From an optimization exercise on the open Yosys and OpenROAD flow, aimed at small area and a short achievable clock period; shortcuts taken in it are not production practice. Where RTL was checked, it was by simulation tests only, not by an equivalence proof against the original. Function not checked in run 1: the RTL went through the layout flow alone. Power is estimated from default activity; no workload was simulated.

==> flow/design.v (outline; a module is shown in full before it is edited, if it fits) <==
// module MULTI_32bit: 2816 lines
module MULTI_32bit(clk, rst, A, B, F);
  // ...
==> flow/run.sh <==
#!/bin/bash
# synth_recipe.tcl (not shown) runs the flow's synth.tcl, then flattens the netlist and writes it again
# the make line also repeats each setting of config.mk as NAME=value (left out here)
make -C /OpenROAD-flow-scripts/flow DESIGN_CONFIG=/design/flow/config.mk WORK_HOME=/design/flow/orfs CLKGATE_MAP_FILE= SYNTH_SCRIPT=/design/flow/synth_recipe.tcl finish
==> flow/config.mk <==
export PLATFORM = sky130hd
export DESIGN_NAME = MULTI_32bit
export DESIGN_NICKNAME = MULTI_32bit
export VERILOG_FILES = /design/flow/design.v
export SDC_FILE = /design/flow/constraint.sdc
export NUM_CORES = 4
export LEC_CHECK = 0
export ABC_CLOCK_PERIOD_IN_PS = 2500
export CAP_MARGIN = 20
export CORE_MARGIN = 2
export CORE_UTILIZATION = 40
export SETUP_SLACK_MARGIN = 4.5
export SLEW_MARGIN = 20
==> flow/constraint.sdc <==
create_clock -name core_clock -period 7.0 [get_ports {clk}]
set_input_delay 1.4000 -clock core_clock [delete_from_list [all_inputs] [get_ports {clk}]]
set_output_delay 1.4000 -clock core_clock [all_outputs]
set_load 0.01 [all_outputs]
==> results.py, run 1 <==
metrics = {
    "status": {
        "status": "no timing/DRC/antenna violations",
    },
    "pwr": {
        "p_total_w": 0.0165,
        "p_sw_share_pct": 40.6,
        "pwr-share-comb_pct": 55.2,
        "power.density_nw_per_um2": 515,
        "pg_clk_w": 0.00315,
    },
    "synthesis": {
        "synth_adder_area_share_pct": 25.7,
        "syn-cell-area_um2": 25200,
        "synthMuxAreaShare_pct": 0.660,
        "synth_flop_cell": "dfxtp_1",
        "synthMostInstantiatedCell": "dfxtp_1",
        "synth_area_leaders": "dfxtp_1 40%, fa_1 20%, xnor2_1 9.3%, a22oi_1 7.2%, ha_1 5.2%",
    },
    "critical_path": {
        "crit_slowest_cell": "fa_1",
        "cp.buffers_inverters": 4,
        "crit_path_end": "F[1]$_DFF_P_",
        "r2r_end": "F[1]$_DFF_P_",
        "reg2reg_from": "r2_c5_0$_DFF_P_",
    },
    "routing": {
        "drt-total-wl_um": 78600,
    },
    "timing": {
        "worstMarginPinSlew_ps": 951,
        "fin_crit_ps": 3810,
        "worst_clock_skew_ps": 36.5,
        "finalHoldWorstSlack_ps": 324,
        "max_slew_margin_pct": 36.6,
        "rsz0062_at_grt": "true",
    },
    "cts": {
        "clkLatencyLatePin_ps": 640,
        "ctsHoldBuffers": 0,
        "cts_buffers": 54,
    },
    "placement": {
        "hpwl_um": 45900,
        "placed_cell_area_um2": 28100,
    },
    "cells_and_area": {
        "seq_cell_count": 502,
        "seq_share_pct": 31.4,
        "n_all_inverters": 324,
        "seq_area_um2": 10100,
        "regMostFlops": "F",
        "largest_reg_flops": 32,
    },
    "global_route": {
        "grtUsageMet1_pct": 30.4,
        "grt_use_total_pct": 23.5,
        "met2_usage_pct": 38.3,
    },
    "floorplan": {
        "die_h_um": 255,
    },
}
==> inputs of run 2 (changes only) <==
--- a/flow/design.v
+++ b/flow/design.v
@@ -637,292 +637,204 @@
   end
   reg r2_s;
   reg [7:0] r2_e;
   reg r2_c0_0;
   reg r2_c0_1;
   reg r2_c1_0;
   reg r2_c2_0;
   reg r2_c2_1;
-  reg r2_c2_2;
   reg r2_c3_0;
   reg r2_c3_1;
   reg r2_c4_0;
   reg r2_c4_1;
-  reg r2_c4_2;
   reg r2_c5_0;
   reg r2_c5_1;
-  reg r2_c5_2;
   reg r2_c6_0;
   reg r2_c6_1;
-  reg r2_c6_2;
   reg r2_c7_0;
   reg r2_c7_1;
-  reg r2_c7_2;
   reg r2_c8_0;
   reg r2_c8_1;
-  reg r2_c8_2;
   reg r2_c9_0;
   reg r2_c9_1;
-  reg r2_c9_2;
   reg r2_c10_0;
   reg r2_c10_1;
-  reg r2_c10_2;
   reg r2_c11_0;
   reg r2_c11_1;
-  reg r2_c11_2;
   reg r2_c12_0;
   reg r2_c12_1;
-  reg r2_c12_2;
   reg r2_c13_0;
   reg r2_c13_1;
-  reg r2_c13_2;
   reg r2_c14_0;
   reg r2_c14_1;
-  reg r2_c14_2;
   reg r2_c15_0;
   reg r2_c15_1;
-  reg r2_c15_2;
   reg r2_c16_0;
   reg r2_c16_1;
-  reg r2_c16_2;
   reg r2_c17_0;
   reg r2_c17_1;
-  reg r2_c17_2;
   reg r2_c18_0;
   reg r2_c18_1;
-  reg r2_c18_2;
   reg r2_c19_0;
   reg r2_c19_1;
-  reg r2_c19_2;
   reg r2_c20_0;
   reg r2_c20_1;
-  reg r2_c20_2;
   reg r2_c21_0;
   reg r2_c21_1;
-  reg r2_c21_2;
   reg r2_c22_0;
   reg r2_c22_1;
-  reg r2_c22_2;
   reg r2_c23_0;
   reg r2_c23_1;
-  reg r2_c23_2;
   reg r2_c24_0;
   reg r2_c24_1;
-  reg r2_c24_2;
   reg r2_c25_0;
   reg r2_c25_1;
-  reg r2_c25_2;
   reg r2_c26_0;
   reg r2_c26_1;
-  reg r2_c26_2;
   reg r2_c27_0;
   reg r2_c27_1;
-  reg r2_c27_2;
   reg r2_c28_0;
   reg r2_c28_1;
-  reg r2_c28_2;
   reg r2_c29_0;
   reg r2_c29_1;
-  reg r2_c29_2;
   reg r2_c30_0;
   reg r2_c30_1;
-  reg r2_c30_2;
   reg r2_c31_0;
   reg r2_c31_1;
-  reg r2_c31_2;
   reg r2_c32_0;
   reg r2_c32_1;
-  reg r2_c32_2;
   reg r2_c33_0;
   reg r2_c33_1;
-  reg r2_c33_2;
   reg r2_c34_0;
   reg r2_c34_1;
-  reg r2_c34_2;
   reg r2_c35_0;
   reg r2_c35_1;
-  reg r2_c35_2;
   reg r2_c36_0;
   reg r2_c36_1;
-  reg r2_c36_2;
   reg r2_c37_0;
   reg r2_c37_1;
-  reg r2_c37_2;
   reg r2_c38_0;
   reg r2_c38_1;
-  reg r2_c38_2;
   reg r2_c39_0;
   reg r2_c39_1;
-  reg r2_c39_2;
   reg r2_c40_0;
   reg r2_c40_1;
-  reg r2_c40_2;
   reg r2_c41_0;
   reg r2_c41_1;
-  reg r2_c41_2;
   reg r2_c42_0;
   reg r2_c42_1;
-  reg r2_c42_2;
   reg r2_c43_0;
   reg r2_c43_1;
-  reg r2_c43_2;
   reg r2_c44_0;
   reg r2_c44_1;
-  reg r2_c44_2;
   reg r2_c45_0;
   reg r2_c45_1;
-  reg r2_c45_2;
   reg r2_c46_0;
   reg r2_c46_1;
-  reg r2_c46_2;
   reg r2_c47_0;
-  reg r2_c47_2;
+  reg r2_c47_1;
   always @(posedge clk) begin
     r2_s <= r1_s;
     r2_e <= r1_e;
     r2_c0_0 <= r1_c0_0;
     r2_c0_1 <= r1_c0_1;
     r2_c1_0 <= r1_c1_0;
-    r2_c2_0 <= r1_c2_0;
-    r2_c2_1 <= r1_c2_1;
-    r2_c2_2 <= r1_c2_2;
-    r2_c3_0 <= r1_c3_0;
-    r2_c3_1 <= r1_c3_1;
-    r2_c4_0 <= s767;
-    r2_c4_1 <= r1_c4_2;
-    r2_c4_2 <= r1_c4_3;
-    r2_c5_0 <= c768;
-    r2_c5_1 <= s769;
-    r2_c5_2 <= r1_c5_2;
-    r2_c6_0 <= c770;
-    r2_c6_1 <= s771;
-    r2_c6_2 <= s619;
-    r2_c7_0 <= c772;
-    r2_c7_1 <= s773;
-    r2_c7_2 <= s621;
-    r2_c8_0 <= c774;
-    r2_c8_1 <= s775;
-    r2_c8_2 <= s623;
-    r2_c9_0 <= c776;
-    r2_c9_1 <= s777;
-    r2_c9_2 <= s627;
-    r2_c10_0 <= c778;
-    r2_c10_1 <= s779;
-    r2_c10_2 <= s633;
-    r2_c11_0 <= c780;
-    r2_c11_1 <= s781;
-    r2_c11_2 <= s637;
-    r2_c12_0 <= c782;
-    r2_c12_1 <= s783;
-    r2_c12_2 <= s641;
-    r2_c13_0 <= c784;
-    r2_c13_1 <= s785;
-    r2_c13_2 <= s645;
-    r2_c14_0 <= c786;
-    r2_c14_1 <= s787;
-    r2_c14_2 <= s649;
-    r2_c15_0 <= c788;
-    r2_c15_1 <= s789;
-    r2_c15_2 <= s653;
-    r2_c16_0 <= c790;
-    r2_c16_1 <= s791;
-    r2_c16_2 <= s657;
-    r2_c17_0 <= c792;
-    r2_c17_1 <= s793;
-    r2_c17_2 <= s661;
-    r2_c18_0 <= c794;
-    r2_c18_1 <= s795;
-    r2_c18_2 <= s665;
-    r2_c19_0 <= c796;
-    r2_c19_1 <= s797;
-    r2_c19_2 <= s669;
-    r2_c20_0 <= c798;
-    r2_c20_1 <= s799;
-    r2_c20_2 <= s673;
-    r2_c21_0 <= c800;
-    r2_c21_1 <= s801;
-    r2_c21_2 <= s677;
-    r2_c22_0 <= c802;
-    r2_c22_1 <= s803;
-    r2_c22_2 <= s681;
-    r2_c23_0 <= c804;
-    r2_c23_1 <= s805;
-    r2_c23_2 <= s685;
-    r2_c24_0 <= c806;
-    r2_c24_1 <= s807;
-    r2_c24_2 <= s689;
-    r2_c25_0 <= c808;
-    r2_c25_1 <= s809;
-    r2_c25_2 <= s693;
-    r2_c26_0 <= c810;
-    r2_c26_1 <= s811;
-    r2_c26_2 <= s697;
-    r2_c27_0 <= c812;
-    r2_c27_1 <= s813;
-    r2_c27_2 <= s701;
-    r2_c28_0 <= c814;
-    r2_c28_1 <= s815;
-    r2_c28_2 <= s705;
-    r2_c29_0 <= c816;
-    r2_c29_1 <= s817;
-    r2_c29_2 <= s709;
-    r2_c30_0 <= c818;
-    r2_c30_1 <= s819;
-    r2_c30_2 <= s713;
-    r2_c31_0 <= c820;
-    r2_c31_1 <= s821;
-    r2_c31_2 <= s717;
-    r2_c32_0 <= c822;
-    r2_c32_1 <= s823;
-    r2_c32_2 <= s721;
-    r2_c33_0 <= c824;
-    r2_c33_1 <= s825;
-    r2_c33_2 <= s725;
-    r2_c34_0 <= c826;
-    r2_c34_1 <= s827;
-    r2_c34_2 <= s729;
-    r2_c35_0 <= c828;
-    r2_c35_1 <= s829;
-    r2_c35_2 <= s733;
-    r2_c36_0 <= c830;
-    r2_c36_1 <= s831;
-    r2_c36_2 <= s737;
-    r2_c37_0 <= c832;
-    r2_c37_1 <= s833;
-    r2_c37_2 <= s741;
-    r2_c38_0 <= c834;
-    r2_c38_1 <= s835;
-    r2_c38_2 <= s745;
-    r2_c39_0 <= c836;
-    r2_c39_1 <= s837;
-    r2_c39_2 <= s749;
-    r2_c40_0 <= c838;
-    r2_c40_1 <= s839;
-    r2_c40_2 <= c750;
-    r2_c41_0 <= c840;
-    r2_c41_1 <= s841;
-    r2_c41_2 <= c754;
-    r2_c42_0 <= c842;
-    r2_c42_1 <= s843;
-    r2_c42_2 <= c758;
-    r2_c43_0 <= c844;
-    r2_c43_1 <= s845;
-    r2_c43_2 <= s763;
-    r2_c44_0 <= c846;
-    r2_c44_1 <= s847;
-    r2_c44_2 <= c764;
-    r2_c45_0 <= c848;
-    r2_c45_1 <= s849;
-    r2_c45_2 <= c766;
-    r2_c46_0 <= c850;
-    r2_c46_1 <= s851;
-    r2_c46_2 <= r1_c46_2;
-    r2_c47_0 <= c852;
-    r2_c47_2 <= r1_c47_1;
+    r2_c2_0 <= s853;
+    r2_c2_1 <= r1_c2_2;
+    r2_c3_0 <= c854;
+    r2_c3_1 <= s855;
+    r2_c4_0 <= c856;
+    r2_c4_1 <= s857;
+    r2_c5_0 <= c858;
+    r2_c5_1 <= s859;
+    r2_c6_0 <= c860;
+    r2_c6_1 <= s861;
+    r2_c7_0 <= c862;
+    r2_c7_1 <= s863;
+    r2_c8_0 <= c864;
+    r2_c8_1 <= s865;
+    r2_c9_0 <= c866;
+    r2_c9_1 <= s867;
+    r2_c10_0 <= c868;
+    r2_c10_1 <= s869;
+    r2_c11_0 <= c870;
+    r2_c11_1 <= s871;
+    r2_c12_0 <= c872;
+    r2_c12_1 <= s873;
+    r2_c13_0 <= c874;
+    r2_c13_1 <= s875;
+    r2_c14_0 <= c876;
+    r2_c14_1 <= s877;
+    r2_c15_0 <= c878;
+    r2_c15_1 <= s879;
+    r2_c16_0 <= c880;
+    r2_c16_1 <= s881;
+    r2_c17_0 <= c882;
+    r2_c17_1 <= s883;
+    r2_c18_0 <= c884;
+    r2_c18_1 <= s885;
+    r2_c19_0 <= c886;
+    r2_c19_1 <= s887;
+    r2_c20_0 <= c888;
+    r2_c20_1 <= s889;
+    r2_c21_0 <= c890;
+    r2_c21_1 <= s891;
+    r2_c22_0 <= c892;
+    r2_c22_1 <= s893;
+    r2_c23_0 <= c894;
+    r2_c23_1 <= s895;
+    r2_c24_0 <= c896;
+    r2_c24_1 <= s897;
+    r2_c25_0 <= c898;
+    r2_c25_1 <= s899;
+    r2_c26_0 <= c900;
+    r2_c26_1 <= s901;
+    r2_c27_0 <= c902;
+    r2_c27_1 <= s903;
+    r2_c28_0 <= c904;
+    r2_c28_1 <= s905;
+    r2_c29_0 <= c906;
+    r2_c29_1 <= s907;
+    r2_c30_0 <= c908;
+    r2_c30_1 <= s909;
+    r2_c31_0 <= c910;
+    r2_c31_1 <= s911;
+    r2_c32_0 <= c912;
+    r2_c32_1 <= s913;
+    r2_c33_0 <= c914;
+    r2_c33_1 <= s915;
+    r2_c34_0 <= c916;
+    r2_c34_1 <= s917;
+    r2_c35_0 <= c918;
+    r2_c35_1 <= s919;
+    r2_c36_0 <= c920;
+    r2_c36_1 <= s921;
+    r2_c37_0 <= c922;
+    r2_c37_1 <= s923;
+    r2_c38_0 <= c924;
+    r2_c38_1 <= s925;
+    r2_c39_0 <= c926;
+    r2_c39_1 <= s927;
+    r2_c40_0 <= c928;
+    r2_c40_1 <= s929;
+    r2_c41_0 <= c930;
+    r2_c41_1 <= s931;
+    r2_c42_0 <= c932;
+    r2_c42_1 <= s933;
+    r2_c43_0 <= c934;
+    r2_c43_1 <= s935;
+    r2_c44_0 <= c936;
+    r2_c44_1 <= s937;
+    r2_c45_0 <= c938;
+    r2_c45_1 <= s939;
+    r2_c46_0 <= c940;
+    r2_c46_1 <= s941;
+    r2_c47_0 <= c942;
+    r2_c47_1 <= s943;
   end
   wire one1;
   wire two2;
   wire neg3;
   wire pp4;
   wire pp5;
   wire pp6;
   wire pp7;
@@ -2710,107 +2622,107 @@
   assign s845 = r1_c43_3 ^ c762 ^ c760;
   assign c846 = (r1_c43_3 & c762) | (r1_c43_3 & c760) | (c762 & c760);
   assign s847 = r1_c44_2 ^ r1_c44_3 ^ s765;
   assign c848 = (r1_c44_2 & r1_c44_3) | (r1_c44_2 & s765) | (r1_c44_3 & s765);
   assign s849 = r1_c45_0 ^ r1_c45_1 ^ r1_c45_2;
   assign c850 = (r1_c45_0 & r1_c45_1) | (r1_c45_0 & r1_c45_2) | (r1_c45_1 & r1_c45_2);
   assign s851 = 1'b1 ^ r1_c46_1;
   assign c852 = 1'b1 & r1_c46_1;
-  assign s853 = r2_c2_0 ^ r2_c2_1;
-  assign c854 = r2_c2_0 & r2_c2_1;
-  assign s855 = r2_c3_0 ^ r2_c3_1;
-  assign c856 = r2_c3_0 & r2_c3_1;
-  assign s857 = r2_c4_0 ^ r2_c4_1 ^ r2_c4_2;
-  assign c858 = (r2_c4_0 & r2_c4_1) | (r2_c4_0 & r2_c4_2) | (r2_c4_1 & r2_c4_2);
-  assign s859 = r2_c5_0 ^ r2_c5_1 ^ r2_c5_2;
-  assign c860 = (r2_c5_0 & r2_c5_1) | (r2_c5_0 & r2_c5_2) | (r2_c5_1 & r2_c5_2);
-  assign s861 = r2_c6_0 ^ r2_c6_1 ^ r2_c6_2;
-  assign c862 = (r2_c6_0 & r2_c6_1) | (r2_c6_0 & r2_c6_2) | (r2_c6_1 & r2_c6_2);
-  assign s863 = r2_c7_0 ^ r2_c7_1 ^ r2_c7_2;
-  assign c864 = (r2_c7_0 & r2_c7_1) | (r2_c7_0 & r2_c7_2) | (r2_c7_1 & r2_c7_2);
-  assign s865 = r2_c8_0 ^ r2_c8_1 ^ r2_c8_2;
-  assign c866 = (r2_c8_0 & r2_c8_1) | (r2_c8_0 & r2_c8_2) | (r2_c8_1 & r2_c8_2);
-  assign s867 = r2_c9_0 ^ r2_c9_1 ^ r2_c9_2;
-  assign c868 = (r2_c9_0 & r2_c9_1) | (r2_c9_0 & r2_c9_2) | (r2_c9_1 & r2_c9_2);
-  assign s869 = r2_c10_0 ^ r2_c10_1 ^ r2_c10_2;
-  assign c870 = (r2_c10_0 & r2_c10_1) | (r2_c10_0 & r2_c10_2) | (r2_c10_1 & r2_c10_2);
-  assign s871 = r2_c11_0 ^ r2_c11_1 ^ r2_c11_2;
-  assign c872 = (r2_c11_0 & r2_c11_1) | (r2_c11_0 & r2_c11_2) | (r2_c11_1 & r2_c11_2);
-  assign s873 = r2_c12_0 ^ r2_c12_1 ^ r2_c12_2;
-  assign c874 = (r2_c12_0 & r2_c12_1) | (r2_c12_0 & r2_c12_2) | (r2_c12_1 & r2_c12_2);
-  assign s875 = r2_c13_0 ^ r2_c13_1 ^ r2_c13_2;
-  assign c876 = (r2_c13_0 & r2_c13_1) | (r2_c13_0 & r2_c13_2) | (r2_c13_1 & r2_c13_2);
-  assign s877 = r2_c14_0 ^ r2_c14_1 ^ r2_c14_2;
-  assign c878 = (r2_c14_0 & r2_c14_1) | (r2_c14_0 & r2_c14_2) | (r2_c14_1 & r2_c14_2);
-  assign s879 = r2_c15_0 ^ r2_c15_1 ^ r2_c15_2;
-  assign c880 = (r2_c15_0 & r2_c15_1) | (r2_c15_0 & r2_c15_2) | (r2_c15_1 & r2_c15_2);
-  assign s881 = r2_c16_0 ^ r2_c16_1 ^ r2_c16_2;
-  assign c882 = (r2_c16_0 & r2_c16_1) | (r2_c16_0 & r2_c16_2) | (r2_c16_1 & r2_c16_2);
-  assign s883 = r2_c17_0 ^ r2_c17_1 ^ r2_c17_2;
-  assign c884 = (r2_c17_0 & r2_c17_1) | (r2_c17_0 & r2_c17_2) | (r2_c17_1 & r2_c17_2);
-  assign s885 = r2_c18_0 ^ r2_c18_1 ^ r2_c18_2;
-  assign c886 = (r2_c18_0 & r2_c18_1) | (r2_c18_0 & r2_c18_2) | (r2_c18_1 & r2_c18_2);
-  assign s887 = r2_c19_0 ^ r2_c19_1 ^ r2_c19_2;
-  assign c888 = (r2_c19_0 & r2_c19_1) | (r2_c19_0 & r2_c19_2) | (r2_c19_1 & r2_c19_2);
-  assign s889 = r2_c20_0 ^ r2_c20_1 ^ r2_c20_2;
-  assign c890 = (r2_c20_0 & r2_c20_1) | (r2_c20_0 & r2_c20_2) | (r2_c20_1 & r2_c20_2);
-  assign s891 = r2_c21_0 ^ r2_c21_1 ^ r2_c21_2;
-  assign c892 = (r2_c21_0 & r2_c21_1) | (r2_c21_0 & r2_c21_2) | (r2_c21_1 & r2_c21_2);
-  assign s893 = r2_c22_0 ^ r2_c22_1 ^ r2_c22_2;
-  assign c894 = (r2_c22_0 & r2_c22_1) | (r2_c22_0 & r2_c22_2) | (r2_c22_1 & r2_c22_2);
-  assign s895 = r2_c23_0 ^ r2_c23_1 ^ r2_c23_2;
-  assign c896 = (r2_c23_0 & r2_c23_1) | (r2_c23_0 & r2_c23_2) | (r2_c23_1 & r2_c23_2);
-  assign s897 = r2_c24_0 ^ r2_c24_1 ^ r2_c24_2;
-  assign c898 = (r2_c24_0 & r2_c24_1) | (r2_c24_0 & r2_c24_2) | (r2_c24_1 & r2_c24_2);
-  assign s899 = r2_c25_0 ^ r2_c25_1 ^ r2_c25_2;
-  assign c900 = (r2_c25_0 & r2_c25_1) | (r2_c25_0 & r2_c25_2) | (r2_c25_1 & r2_c25_2);
-  assign s901 = r2_c26_0 ^ r2_c26_1 ^ r2_c26_2;
-  assign c902 = (r2_c26_0 & r2_c26_1) | (r2_c26_0 & r2_c26_2) | (r2_c26_1 & r2_c26_2);
-  assign s903 = r2_c27_0 ^ r2_c27_1 ^ r2_c27_2;
-  assign c904 = (r2_c27_0 & r2_c27_1) | (r2_c27_0 & r2_c27_2) | (r2_c27_1 & r2_c27_2);
-  assign s905 = r2_c28_0 ^ r2_c28_1 ^ r2_c28_2;
-  assign c906 = (r2_c28_0 & r2_c28_1) | (r2_c28_0 & r2_c28_2) | (r2_c28_1 & r2_c28_2);
-  assign s907 = r2_c29_0 ^ r2_c29_1 ^ r2_c29_2;
-  assign c908 = (r2_c29_0 & r2_c29_1) | (r2_c29_0 & r2_c29_2) | (r2_c29_1 & r2_c29_2);
-  assign s909 = r2_c30_0 ^ r2_c30_1 ^ r2_c30_2;
-  assign c910 = (r2_c30_0 & r2_c30_1) | (r2_c30_0 & r2_c30_2) | (r2_c30_1 & r2_c30_2);
-  assign s911 = r2_c31_0 ^ r2_c31_1 ^ r2_c31_2;
-  assign c912 = (r2_c31_0 & r2_c31_1) | (r2_c31_0 & r2_c31_2) | (r2_c31_1 & r2_c31_2);
-  assign s913 = r2_c32_0 ^ r2_c32_1 ^ r2_c32_2;
-  assign c914 = (r2_c32_0 & r2_c32_1) | (r2_c32_0 & r2_c32_2) | (r2_c32_1 & r2_c32_2);
-  assign s915 = r2_c33_0 ^ r2_c33_1 ^ r2_c33_2;
-  assign c916 = (r2_c33_0 & r2_c33_1) | (r2_c33_0 & r2_c33_2) | (r2_c33_1 & r2_c33_2);
-  assign s917 = r2_c34_0 ^ r2_c34_1 ^ r2_c34_2;
-  assign c918 = (r2_c34_0 & r2_c34_1) | (r2_c34_0 & r2_c34_2) | (r2_c34_1 & r2_c34_2);
-  assign s919 = r2_c35_0 ^ r2_c35_1 ^ r2_c35_2;
-  assign c920 = (r2_c35_0 & r2_c35_1) | (r2_c35_0 & r2_c35_2) | (r2_c35_1 & r2_c35_2);
-  assign s921 = r2_c36_0 ^ r2_c36_1 ^ r2_c36_2;
-  assign c922 = (r2_c36_0 & r2_c36_1) | (r2_c36_0 & r2_c36_2) | (r2_c36_1 & r2_c36_2);
-  assign s923 = r2_c37_0 ^ r2_c37_1 ^ r2_c37_2;
-  assign c924 = (r2_c37_0 & r2_c37_1) | (r2_c37_0 & r2_c37_2) | (r2_c37_1 & r2_c37_2);
-  assign s925 = r2_c38_0 ^ r2_c38_1 ^ r2_c38_2;
-  assign c926 = (r2_c38_0 & r2_c38_1) | (r2_c38_0 & r2_c38_2) | (r2_c38_1 & r2_c38_2);
-  assign s927 = r2_c39_0 ^ r2_c39_1 ^ r2_c39_2;
-  assign c928 = (r2_c39_0 & r2_c39_1) | (r2_c39_0 & r2_c39_2) | (r2_c39_1 & r2_c39_2);
-  assign s929 = r2_c40_0 ^ r2_c40_1 ^ r2_c40_2;
-  assign c930 = (r2_c40_0 & r2_c40_1) | (r2_c40_0 & r2_c40_2) | (r2_c40_1 & r2_c40_2);
-  assign s931 = r2_c41_0 ^ r2_c41_1 ^ r2_c41_2;
-  assign c932 = (r2_c41_0 & r2_c41_1) | (r2_c41_0 & r2_c41_2) | (r2_c41_1 & r2_c41_2);
-  assign s933 = r2_c42_0 ^ r2_c42_1 ^ r2_c42_2;
-  assign c934 = (r2_c42_0 & r2_c42_1) | (r2_c42_0 & r2_c42_2) | (r2_c42_1 & r2_c42_2);
-  assign s935 = r2_c43_0 ^ r2_c43_1 ^ r2_c43_2;
-  assign c936 = (r2_c43_0 & r2_c43_1) | (r2_c43_0 & r2_c43_2) | (r2_c43_1 & r2_c43_2);
-  assign s937 = r2_c44_0 ^ r2_c44_1 ^ r2_c44_2;
-  assign c938 = (r2_c44_0 & r2_c44_1) | (r2_c44_0 & r2_c44_2) | (r2_c44_1 & r2_c44_2);
-  assign s939 = r2_c45_0 ^ r2_c45_1 ^ r2_c45_2;
-  assign c940 = (r2_c45_0 & r2_c45_1) | (r2_c45_0 & r2_c45_2) | (r2_c45_1 & r2_c45_2);
-  assign s941 = r2_c46_0 ^ r2_c46_1 ^ r2_c46_2;
-  assign c942 = (r2_c46_0 & r2_c46_1) | (r2_c46_0 & r2_c46_2) | (r2_c46_1 & r2_c46_2);
-  assign s943 = 1'b1 ^ r2_c47_0 ^ r2_c47_2;
-  assign c944 = (1'b1 & r2_c47_0) | (1'b1 & r2_c47_2) | (r2_c47_0 & r2_c47_2);
-  wire [47:0] row_a = {c942, c940, c938, c936, c934, c932, c930, c928, c926, c924, c922, c920, c918, c916, c914, c912, c910, c908, c906, c904, c902, c900, c898, c896, c894, c892, c890, c888, c886, c884, c882, c880, c878, c876, c874, c872, c870, c868, c866, c864, c862, c860, c858, c856, c854, s853, r2_c1_0, r2_c0_0};
-  wire [47:0] row_b = {s943, s941, s939, s937, s935, s933, s931, s929, s927, s925, s923, s921, s919, s917, s915, s913, s911, s909, s907, s905, s903, s901, s899, s897, s895, s893, s891, s889, s887, s885, s883, s881, s879, s877, s875, s873, s871, s869, s867, s865, s863, s861, s859, s857, s855, r2_c2_2, 1'b0, r2_c0_1};
+  assign s853 = r1_c2_0 ^ r1_c2_1;
+  assign c854 = r1_c2_0 & r1_c2_1;
+  assign s855 = r1_c3_0 ^ r1_c3_1;
+  assign c856 = r1_c3_0 & r1_c3_1;
+  assign s857 = r1_c4_2 ^ r1_c4_3 ^ s767;
+  assign c858 = (r1_c4_2 & r1_c4_3) | (r1_c4_2 & s767) | (r1_c4_3 & s767);
+  assign s859 = r1_c5_2 ^ c768 ^ s769;
+  assign c860 = (r1_c5_2 & c768) | (r1_c5_2 & s769) | (c768 & s769);
+  assign s861 = c770 ^ s619 ^ s771;
+  assign c862 = (c770 & s619) | (c770 & s771) | (s619 & s771);
+  assign s863 = s621 ^ c772 ^ s773;
+  assign c864 = (s621 & c772) | (s621 & s773) | (c772 & s773);
+  assign s865 = s623 ^ c774 ^ s775;
+  assign c866 = (s623 & c774) | (s623 & s775) | (c774 & s775);
+  assign s867 = s627 ^ c776 ^ s777;
+  assign c868 = (s627 & c776) | (s627 & s777) | (c776 & s777);
+  assign s869 = s633 ^ c778 ^ s779;
+  assign c870 = (s633 & c778) | (s633 & s779) | (c778 & s779);
+  assign s871 = s637 ^ c780 ^ s781;
+  assign c872 = (s637 & c780) | (s637 & s781) | (c780 & s781);
+  assign s873 = s641 ^ c782 ^ s783;
+  assign c874 = (s641 & c782) | (s641 & s783) | (c782 & s783);
+  assign s875 = s645 ^ c784 ^ s785;
+  assign c876 = (s645 & c784) | (s645 & s785) | (c784 & s785);
+  assign s877 = s649 ^ c786 ^ s787;
+  assign c878 = (s649 & c786) | (s649 & s787) | (c786 & s787);
+  assign s879 = s653 ^ c788 ^ s789;
+  assign c880 = (s653 & c788) | (s653 & s789) | (c788 & s789);
+  assign s881 = s657 ^ c790 ^ s791;
+  assign c882 = (s657 & c790) | (s657 & s791) | (c790 & s791);
+  assign s883 = s661 ^ c792 ^ s793;
+  assign c884 = (s661 & c792) | (s661 & s793) | (c792 & s793);
+  assign s885 = s665 ^ c794 ^ s795;
+  assign c886 = (s665 & c794) | (s665 & s795) | (c794 & s795);
+  assign s887 = s669 ^ c796 ^ s797;
+  assign c888 = (s669 & c796) | (s669 & s797) | (c796 & s797);
+  assign s889 = s673 ^ c798 ^ s799;
+  assign c890 = (s673 & c798) | (s673 & s799) | (c798 & s799);
+  assign s891 = s677 ^ c800 ^ s801;
+  assign c892 = (s677 & c800) | (s677 & s801) | (c800 & s801);
+  assign s893 = s681 ^ c802 ^ s803;
+  assign c894 = (s681 & c802) | (s681 & s803) | (c802 & s803);
+  assign s895 = s685 ^ c804 ^ s805;
+  assign c896 = (s685 & c804) | (s685 & s805) | (c804 & s805);
+  assign s897 = s689 ^ c806 ^ s807;
+  assign c898 = (s689 & c806) | (s689 & s807) | (c806 & s807);
+  assign s899 = s693 ^ c808 ^ s809;
+  assign c900 = (s693 & c808) | (s693 & s809) | (c808 & s809);
+  assign s901 = s697 ^ c810 ^ s811;
+  assign c902 = (s697 & c810) | (s697 & s811) | (c810 & s811);
+  assign s903 = s701 ^ c812 ^ s813;
+  assign c904 = (s701 & c812) | (s701 & s813) | (c812 & s813);
+  assign s905 = s705 ^ c814 ^ s815;
+  assign c906 = (s705 & c814) | (s705 & s815) | (c814 & s815);
+  assign s907 = s709 ^ c816 ^ s817;
+  assign c908 = (s709 & c816) | (s709 & s817) | (c816 & s817);
+  assign s909 = s713 ^ c818 ^ s819;
+  assign c910 = (s713 & c818) | (s713 & s819) | (c818 & s819);
+  assign s911 = s717 ^ c820 ^ s821;
+  assign c912 = (s717 & c820) | (s717 & s821) | (c820 & s821);
+  assign s913 = s721 ^ c822 ^ s823;
+  assign c914 = (s721 & c822) | (s721 & s823) | (c822 & s823);
+  assign s915 = s725 ^ c824 ^ s825;
+  assign c916 = (s725 & c824) | (s725 & s825) | (c824 & s825);
+  assign s917 = s729 ^ c826 ^ s827;
+  assign c918 = (s729 & c826) | (s729 & s827) | (c826 & s827);
+  assign s919 = s733 ^ c828 ^ s829;
+  assign c920 = (s733 & c828) | (s733 & s829) | (c828 & s829);
+  assign s921 = s737 ^ c830 ^ s831;
+  assign c922 = (s737 & c830) | (s737 & s831) | (c830 & s831);
+  assign s923 = s741 ^ c832 ^ s833;
+  assign c924 = (s741 & c832) | (s741 & s833) | (c832 & s833);
+  assign s925 = s745 ^ c834 ^ s835;
+  assign c926 = (s745 & c834) | (s745 & s835) | (c834 & s835);
+  assign s927 = s749 ^ c836 ^ s837;
+  assign c928 = (s749 & c836) | (s749 & s837) | (c836 & s837);
+  assign s929 = c750 ^ c838 ^ s839;
+  assign c930 = (c750 & c838) | (c750 & s839) | (c838 & s839);
+  assign s931 = c754 ^ s841 ^ c840;
+  assign c932 = (c754 & s841) | (c754 & c840) | (s841 & c840);
+  assign s933 = c758 ^ s843 ^ c842;
+  assign c934 = (c758 & s843) | (c758 & c842) | (s843 & c842);
+  assign s935 = s763 ^ s845 ^ c844;
+  assign c936 = (s763 & s845) | (s763 & c844) | (s845 & c844);
+  assign s937 = c764 ^ s847 ^ c846;
+  assign c938 = (c764 & s847) | (c764 & c846) | (s847 & c846);
+  assign s939 = c766 ^ s849 ^ c848;
+  assign c940 = (c766 & s849) | (c766 & c848) | (s849 & c848);
+  assign s941 = r1_c46_2 ^ s851 ^ c850;
+  assign c942 = (r1_c46_2 & s851) | (r1_c46_2 & c850) | (s851 & c850);
+  assign s943 = 1'b1 ^ r1_c47_1 ^ c852;
+  assign c944 = (1'b1 & r1_c47_1) | (1'b1 & c852) | (r1_c47_1 & c852);
+  wire [47:0] row_a = {r2_c47_0, r2_c46_0, r2_c45_0, r2_c44_0, r2_c43_0, r2_c42_0, r2_c41_0, r2_c40_0, r2_c39_0, r2_c38_0, r2_c37_0, r2_c36_0, r2_c35_0, r2_c34_0, r2_c33_0, r2_c32_0, r2_c31_0, r2_c30_0, r2_c29_0, r2_c28_0, r2_c27_0, r2_c26_0, r2_c25_0, r2_c24_0, r2_c23_0, r2_c22_0, r2_c21_0, r2_c20_0, r2_c19_0, r2_c18_0, r2_c17_0, r2_c16_0, r2_c15_0, r2_c14_0, r2_c13_0, r2_c12_0, r2_c11_0, r2_c10_0, r2_c9_0, r2_c8_0, r2_c7_0, r2_c6_0, r2_c5_0, r2_c4_0, r2_c3_0, r2_c2_0, r2_c1_0, r2_c0_0};
+  wire [47:0] row_b = {r2_c47_1, r2_c46_1, r2_c45_1, r2_c44_1, r2_c43_1, r2_c42_1, r2_c41_1, r2_c40_1, r2_c39_1, r2_c38_1, r2_c37_1, r2_c36_1, r2_c35_1, r2_c34_1, r2_c33_1, r2_c32_1, r2_c31_1, r2_c30_1, r2_c29_1, r2_c28_1, r2_c27_1, r2_c26_1, r2_c25_1, r2_c24_1, r2_c23_1, r2_c22_1, r2_c21_1, r2_c20_1, r2_c19_1, r2_c18_1, r2_c17_1, r2_c16_1, r2_c15_1, r2_c14_1, r2_c13_1, r2_c12_1, r2_c11_1, r2_c10_1, r2_c9_1, r2_c8_1, r2_c7_1, r2_c6_1, r2_c5_1, r2_c4_1, r2_c3_1, r2_c2_1, 1'b0, r2_c0_1};
   wire [47:0] p = row_a + row_b;
   wire [7:0] e1 = r2_e + 8'd1;
   always @(posedge clk)
     F <= p[47] ? {r2_s, e1, p[46:24]} : {r2_s, r2_e, p[45:23]};
 endmodule
==> flow/flow/run.sh (new file) <==
#!/bin/bash
# The standard layout, but with port buffers of a plain buffer cell
# (buffer_ports otherwise picks a delay cell, clkdlybuf4s50_1).
set -euo pipefail
export BUFFER_PORTS_ARGS="-buffer_cell sky130_fd_sc_hd__buf_4"
bash standard.sh > make_finish.log 2>&1
==> flow/standard.sh (new file) <==
#!/bin/bash
# synth_recipe.tcl (not shown) runs the flow's synth.tcl, then flattens the netlist and writes it again
# the make line also repeats each setting of config.mk as NAME=value (left out here)
make -C /OpenROAD-flow-scripts/flow DESIGN_CONFIG=/design/flow/config.mk WORK_HOME=/design/flow/orfs CLKGATE_MAP_FILE= SYNTH_SCRIPT=/design/flow/synth_recipe.tcl "${@:-finish}"
removed: flow/run.sh
==> run 2 against run 1 <==
  * Critical path type unchanged
  * Highest routed layer unchanged
  * Via count fell by 1.4%
  * Clock power decreased by 11%
  * Power shrank 5.8%
  * Register-to-register slack improved by 930 ps
==> results.py, run 2 <==
metrics = {
    "status": {
        "status": "no timing/DRC/antenna violations",
    },
    "timing": {
        "max_freq_mhz": 347,
        "worstMarginPinSlew_ps": 699,
        "fin_crit_sh_pct": 41.1,
        "tns_ps": 0,
        "rsz0062_at_grt": "true",
        "finalSetupViolCount": 0,
        "finalHoldWorstSlack_ps": 322,
        "worst_clock_skew_ps": 17.1,
        "final_max_slew_viol_count": 0,
        "hold_viol": 0,
        "max_slew_margin_pct": 53.4,
        "fin_crit_ps": 2880,
    },
    "critical_path": {
        "crit_path_end_kind": "flip-flop",
        "cp.arrival_ps": 3350,
        "crit_path_max_fanout": 13,
        "crit_required_ps": 7470,
        "crit_type": "reg -> reg",
        "reg2reg_slack_ps": 4120,
        "startpoint_type": "flip-flop",
    },
    "cts": {
        "clkSinkCount": 458,
        "clkLatencyLatePin_ps": 600,
        "clk_pin_slew_ps": 60,
        "cts_buffers": 50,
        "clock_path_buffers": 3,
        "clockRootBuffer": "clkbuf_16",
        "htreeDepth": 2,
        "cts_tree": "built",
    },
    "synthesis": {
        "synth_area_leaders": "dfxtp_1 37%, fa_1 21%, xnor2_1 9.7%, a22oi_1 7.4%, ha_1 5.3%",
        "ys_types": 65,
        "syn_nets": 2720,
        "ys_seq_elements": 458,
        "yosysTopAreaCell": "dfxtp_1",
        "synth_flop_cell": "dfxtp_1",
        "synthCells": 2291,
        "synth_top_area_share_pct": 37.2,
        "avgSynthCellArea_um2": 10.8,
        "synth_edf_count": 0,
        "synthMostInstantiatedCell": "dfxtp_1",
        "syn-cell-area_um2": 24700,
        "synth_seq_area_share_pct": 37.2,
        "ys.warnings.count": 1,
        "netlist_top_cells_count": "458 x dfxtp_1, 346 x inv_1, 274 x xnor2_1",
        "async_flop_share_pct": 0,
    },
    "cells_and_area": {
        "area_growth_pct": 24.8,
        "num-nets-final": 2810,
        "final_common_cell": "dfxtp_1",
        "final_cells": 3209,
        "postLayoutCoreUtil_pct": 50.2,
        "num_antenna_cells": 0,
        "regMostFlops": "F",
        "largest_reg_flops": 32,
        "design_area_um2": 30800,
        "final_cell_mix": "418 x dfxtp_1, 322 x inv_1, 229 x xnor2_1",
        "reg_top3": "F (32), r1_e (8), r2_e (8)",
        "drive_above_1_share_pct": 29.3,
    },
    "pwr": {
        "ir_drop_uv": 264,
        "leakagePower_nw": 13.0,
        "power.density_nw_per_um2": 505,
    },
    "floorplan": {
        "num_io_pins": 98,
        "die-area_um2": 63700,
        "num_rows": 91,
        "die_h_um": 252,
        "die_x_um": 252,
        "start_util_pct": 40.2,
        "core-area_um2": 61400,
    },
    "routing": {
        "route.detailed.drc": 0,
        "drt-total-wl_um": 74700,
        "vias_per_cell": 5.34,
        "firstDrtPassIters": 5,
        "wire_per_inst_um": 23.3,
        "ant_nets": 0,
        "dr_total_vias": 17149,
        "drtIter0Drc": 1249,
    },
    "global_route": {
        "overflow": 0,
        "grt_antenna_before_repair": 4,
        "grt_pass1_wl_um": 111000,
        "grt_use_total_pct": 23.3,
        "grt_pass1_vias": 18165,
        "grt_max_degree": 46,
    },
    "hold_path": {
        "hp-class": "reg -> reg",
    },
    "placement": {
        "port_buffers": 96,
        "place.gp.congestion": 0.814,
        "hpwl_um": 45500,
        "placed_cell_area_um2": 27300,
        "placedCellCount": 3045,
    },
    "flow_run": {
        "maxCapViolations": 0,
    },
}
-- run 2: changes by cell type after synthesis, moves of 5 or more --
cell	delta
dfxtp_1	-44
xnor2_1	+5
nand2_1	-11
nor2_1	-6
mux2_4	+7
a21o_1	+7
o21ai_0	-8
nor3_1	+8
and3_1	-6
clkbuf_1	-11
inv_1	+35
-- run 2: area by class of cell --
cell class / instances / area [um2]
fill: 5317 / 30600
multi-input combinational: 1338 / 15700
sequential: 458 / 9220
timing repair buffer: 176 / 1680
inverter: 356 / 1460
clock buffer: 69 / 1420
tap: 790 / 988
clock inverter: 21 / 317
timing repair inverter: 1 / 8.76
-- run 2: repair_timing --
action	4_1_cts	5_1_grt
hold endpoints to repair	0	0
hold buffers	0	0
buffers inserted	37	30
endpoints found under the setup margin	137	111
pin swaps	64	97
cloned	3	4
resized for setup	143	146
-- run 2: path summary, 6_finish.rpt --
| path | startpoint | endpoint | cells past startpoint |
|---|---|---|---|
| max | r2_c14_1$_DFF_P_ | F[3]$_DFF_P_ | 12 |
| min | r1_e[6]$_DFF_P_ | r2_e[6]$_DFF_P_ | 0 |
| max reg2reg | r2_c14_1$_DFF_P_ | F[3]$_DFF_P_ | 12 |
| min reg2reg | r1_e[6]$_DFF_P_ | r2_e[6]$_DFF_P_ | 0 |
-- run 2: stage by stage --
stage,total power [W],worst slack [ps]
6_report,0.0155,4120
3_5_place_dp,0.0118,3220
2_1_floorplan,0.00903,4140
5_1_grt,0.0167,4030
4_1_cts,0.0151,4120
3_3_place_gp,0.0116,3320
-- run 2: worst max-delay path, stage by stage (launching register included) --
cell     delay (ps)
dfxtp_1         310
ha_1            380
and4_4          290
nand4_1         140
a211o_1         350
nand3_4         150
nor2b_4          60
nor3_4          200
buf_4           160
o211a_4         200
nor2_4           60
buf_12          150
mux2_4          300
-- run 2: cell families (layout without fill, tap and decap cells) --
kind of cell	after synthesis	count (layout)	share of synthesized area, %
fa+ha+maj	363	363	26.3
xor+xnor	336	336	11.9
compound gates	443	445	12.4
buf+inv	497	623	7.64
mux	20	20	1.00
simple gates	174	174	3.59
flops	458	458	37.2
-- run 2: routing by layer --
layer  track usage (%)  up-vias  part of all wire, %  wire length [um]
met3              4.04      161                  7.0              5240
met2              38.8      698                   47             35100
met5                 0        -                    0                 0
met4              6.91        0                  3.0              2270
met1              30.9     8684                   43             32100
li1                  -     7606                    -                 -
-- run 2: where the power goes --
part	total, W	switching, W	internal [W]
combinational	0.00882	0.00484	0.00397
sequential	0.00391	0.000387	0.00352
clock	0.00281	0.00109	0.00171
total	0.0155	0.00632	0.00921
==> inputs of run 3 (changes only) <==
==> flow/run.sh (new file) <==
#!/bin/bash
# synth_recipe.tcl (not shown) runs the flow's synth.tcl, then flattens the netlist and writes it again
# the make line also repeats each setting of config.mk as NAME=value (left out here)
make -C /OpenROAD-flow-scripts/flow DESIGN_CONFIG=/design/flow/config.mk WORK_HOME=/design/flow/orfs CLKGATE_MAP_FILE= SYNTH_SCRIPT=/design/flow/synth_recipe.tcl finish
removed: flow/flow/run.sh
removed: flow/standard.sh
==> run 3 against run 2 <==
  * Register-to-register slack better by 20 ps
  * Clock skew shrank 0.66 ps
  * First-iteration DRC count increased by 22%
  * Non-clock buffer count is 89 higher
  * Worst hold slack better by 5.5 ps
  * Routed wire length rose by 6.9%
  * Worst setup slack better by 20 ps
  * Global-route usage increased by 1.7 points
  * Critical path depth did not move
  * Clock-buffer cell count down 1
  * Die area did not move
  * Final area grew 4.6%
  * Critical path type unchanged
  * Critical endpoint is now F[9]$_DFF_P_
  * Largest cell class unchanged
==> results.py, run 3 <==
metrics = {
    "status": {
        "status": "no timing/DRC/antenna violations",
    },
    "critical_path": {
        "crit_required_ps": 7480,
        "reg2reg_from": "r2_c2_1$_DFF_P_",
        "startpoint_type": "flip-flop",
        "crit_type": "reg -> reg",
        "crit_path_end_kind": "flip-flop",
        "reg2reg_depth": 12,
        "crit_path_max_fanout": 7,
        "reg2reg_slack_ps": 4140,
        "r2r_end": "F[9]$_DFF_P_",
        "cp.arrival_ps": 3340,
    },
    "placement": {
        "place.gp.congestion": 0.844,
        "place_ws_ps": 2690,
        "hpwl_um": 46600,
        "port_buffers": 96,
    },
    "synthesis": {
        "syn_nets": 2720,
        "yosysTopAreaCell": "dfxtp_1",
        "synth_flop_cell": "dfxtp_1",
        "syn-cell-area_um2": 24700,
        "synth_top_area_share_pct": 37.2,
        "netlist_top_cells_count": "458 x dfxtp_1, 346 x inv_1, 274 x xnor2_1",
        "ys_types": 65,
        "ys.warnings.count": 1,
        "avgSynthCellArea_um2": 10.8,
        "ys_seq_elements": 458,
        "synth_edf_count": 0,
        "synth_area_leaders": "dfxtp_1 37%, fa_1 21%, xnor2_1 9.7%, a22oi_1 7.4%, ha_1 5.3%",
        "synthCells": 2291,
        "synth_seq_area_share_pct": 37.2,
        "async_flop_share_pct": 0,
        "synthMostInstantiatedCell": "dfxtp_1",
    },
    "cts": {
        "clk_pin_slew_ps": 60,
        "clkSinkCount": 458,
        "clockRootBuffer": "clkbuf_16",
        "ctsHoldBuffers": 0,
        "htreeDepth": 2,
        "cts_tree": "built",
        "cts_buffers": 50,
        "clock_path_buffers": 3,
        "clkLatencyLatePin_ps": 600,
    },
    "routing": {
        "firstDrtPassIters": 5,
        "drt-total-wl_um": 79900,
        "vias_per_cell": 5.34,
        "drtIter0Drc": 1522,
        "route.detailed.drc": 0,
        "dr_total_vias": 17642,
        "ant_nets": 0,
        "wire_per_inst_um": 24.2,
    },
    "pwr": {
        "ir_drop_uv": 239,
        "leakagePower_nw": 13.8,
        "p_total_w": 0.0157,
        "power.density_nw_per_um2": 488,
    },
    "flow_run": {
        "maxCapViolations": 0,
    },
    "floorplan": {
        "die-area_um2": 63700,
        "num_rows": 91,
        "start_util_pct": 40.2,
        "die_x_um": 252,
        "num_io_pins": 98,
        "core-area_um2": 61400,
        "die_h_um": 252,
    },
    "timing": {
        "hold_viol": 0,
        "max_freq_mhz": 350,
        "fin_crit_ps": 2860,
        "rsz0062_at_grt": "true",
        "fin_crit_sh_pct": 40.8,
        "final_max_slew_viol_count": 0,
        "max_slew_margin_pct": 39.1,
        "tns_ps": 0,
        "worst_slack_ps": 4140,
        "finalSetupViolCount": 0,
        "finalHoldWorstSlack_ps": 328,
        "worst_clock_skew_ps": 16.5,
        "worstMarginPinSlew_ps": 914,
    },
    "global_route": {
        "grt_pass1_wl_um": 118000,
        "grt_antenna_before_repair": 5,
        "grt_use_total_pct": 24.9,
        "grt_max_degree": 42,
        "grt_pass1_vias": 18966,
        "overflow": 0,
    },
    "cells_and_area": {
        "final_common_cell": "dfxtp_1",
        "final_cell_mix": "423 x dfxtp_1, 320 x inv_1, 219 x xnor2_1",
        "reg_top3": "F (32), r1_e (8), r2_e (8)",
        "largest_reg_flops": 32,
        "area_growth_pct": 30.5,
        "num_antenna_cells": 0,
        "regMostFlops": "F",
        "postLayoutCoreUtil_pct": 52.5,
        "num-nets-final": 2903,
        "drive_above_1_share_pct": 31.3,
    },
    "hold_path": {
        "hold_start": "r1_e[4]$_DFF_P_",
        "hp-class": "reg -> reg",
        "min_to": "r2_e[4]$_DFF_P_",
        "hold_depth": 0,
    },
}
[run 3: cell types whose count changed in the layout (fill, tap and decap cells not counted), sizes merged, moves of 7 or more]
cell | previous run | this run
bufbuf | 0 | 9
clkinv | 11 | 18
clkdlybuf4s50 | 0 | 14
buf | 172 | 204
clkbuf | 73 | 89
dlygate4sd2 | 0 | 10
[run 3: layout make-up]
cell class                 instances  area [um2]
clock buffer                      68        1470
tap                              790         988
sequential                       458        9210
inverter                         356        1470
timing repair inverter             3        26.3
fill                            5225       29200
multi-input combinational       1340       15900
clock inverter                    24         238
timing repair buffer             265        2960
[run 3: per-layer routing]
metal  share of wire, %  track usage [%]  routed length [um]
met2                 47             40.6               37200
met3                7.6             4.58                6040
met1                 42             32.9               33300
met4                4.2             9.86                3330
met5              0.029                0                  23
[run 3: worst max-delay path, cell delays in order, from the launching register on]
cell and delay [ps]:
dfxtp_2 330, ha_4 250, nand4_1 100, a2111o_1 480, a211o_4 390, nand3_4 110
nor2b_4 60, nor3_4 150, buf_6 140, o211a_4 220, nor2_4 70, buf_12 150
mux2_4 290
[run 3: worst max-delay path by stage]
stage / end / depth (start not counted) / startpoint
after CTS: F[13]$_DFF_P_ / 10 / r2_c2_1$_DFF_P_
after detailed placement: r1_c24_5$_DFF_P_ / 8 / B[5]
after floorplan: r1_c26_7$_DFF_P_ / 6 / B[20]
after global routing: F[2]$_DFF_P_ / 12 / r2_c2_1$_DFF_P_
final: F[9]$_DFF_P_ / 12 / r2_c2_1$_DFF_P_
after global placement: r1_c24_5$_DFF_P_ / 6 / B[5]
[run 3: kinds of logic (layout without fill, tap and decap cells)]
group	Yosys count	in the layout	synth area share, %
buf+inv	497	716	7.64
flops	458	458	37.2
compound gates	443	445	12.4
fa+ha+maj	363	363	26.3
xor+xnor	336	336	11.9
simple gates	174	176	3.59
mux	20	20	1.00
[run 3: report_power, final]
part,internal (W),switching (W)
clock network,0.00162,0.00114
registers,0.00352,0.000394
logic,0.00412,0.00493
total,0.00926,0.00646
[run 3: repair_timing]
item,4_1_cts,5_1_grt
setup buffers,106,16
endpoints found under the setup margin,357,105
pin swaps,113,91
cloned,17,9
resized for setup,497,122
[run 3: per-stage QoR]
stage                     instance area [um2]  std cells
final                                   32200       3304
after global routing                    32200       3304
after CTS                               31600       3279
after detailed placement                27700       3064
after global placement                  27700       3062
after floorplan                         26800       2291

-- port drivers added, routing unchanged --
Ports are ideal in the flow. The routed layouts listed here were re-timed in OpenROAD. Step 1: set_driving_cell puts a clkbuf_16 on clk and a buf_2 on each other input, an assumption about the parent block. Step 2, shift: input delay + t, output delay - t, t = (earliest + latest rising clock arrival at the registers) / 2. This alone moves slack from input paths to output paths. a / b / c = ideal / step 1 / step 2; a / b = the first two.
run | shift t [ns] | setup slack, ns | worst register clock-pin slew, ns | worst slew at a driven data input, ns
run 1 | 0.675 | 3.193 / 3.193 / 3.193 | 0.07 / 0.07 | 0.04
run 2 | 0.641 | 4.121 / 4.121 / 3.796 | 0.07 / 0.07 | 0.17
run 3 | 0.654 | 4.141 / 4.141 / 3.888 | 0.06 / 0.06 | 0.05
After both steps setup and hold are still met in every run listed. For run 2, which loses most, drivers alone change the setup slack by 0.000 ns; drivers and shift together by -0.325 ns.
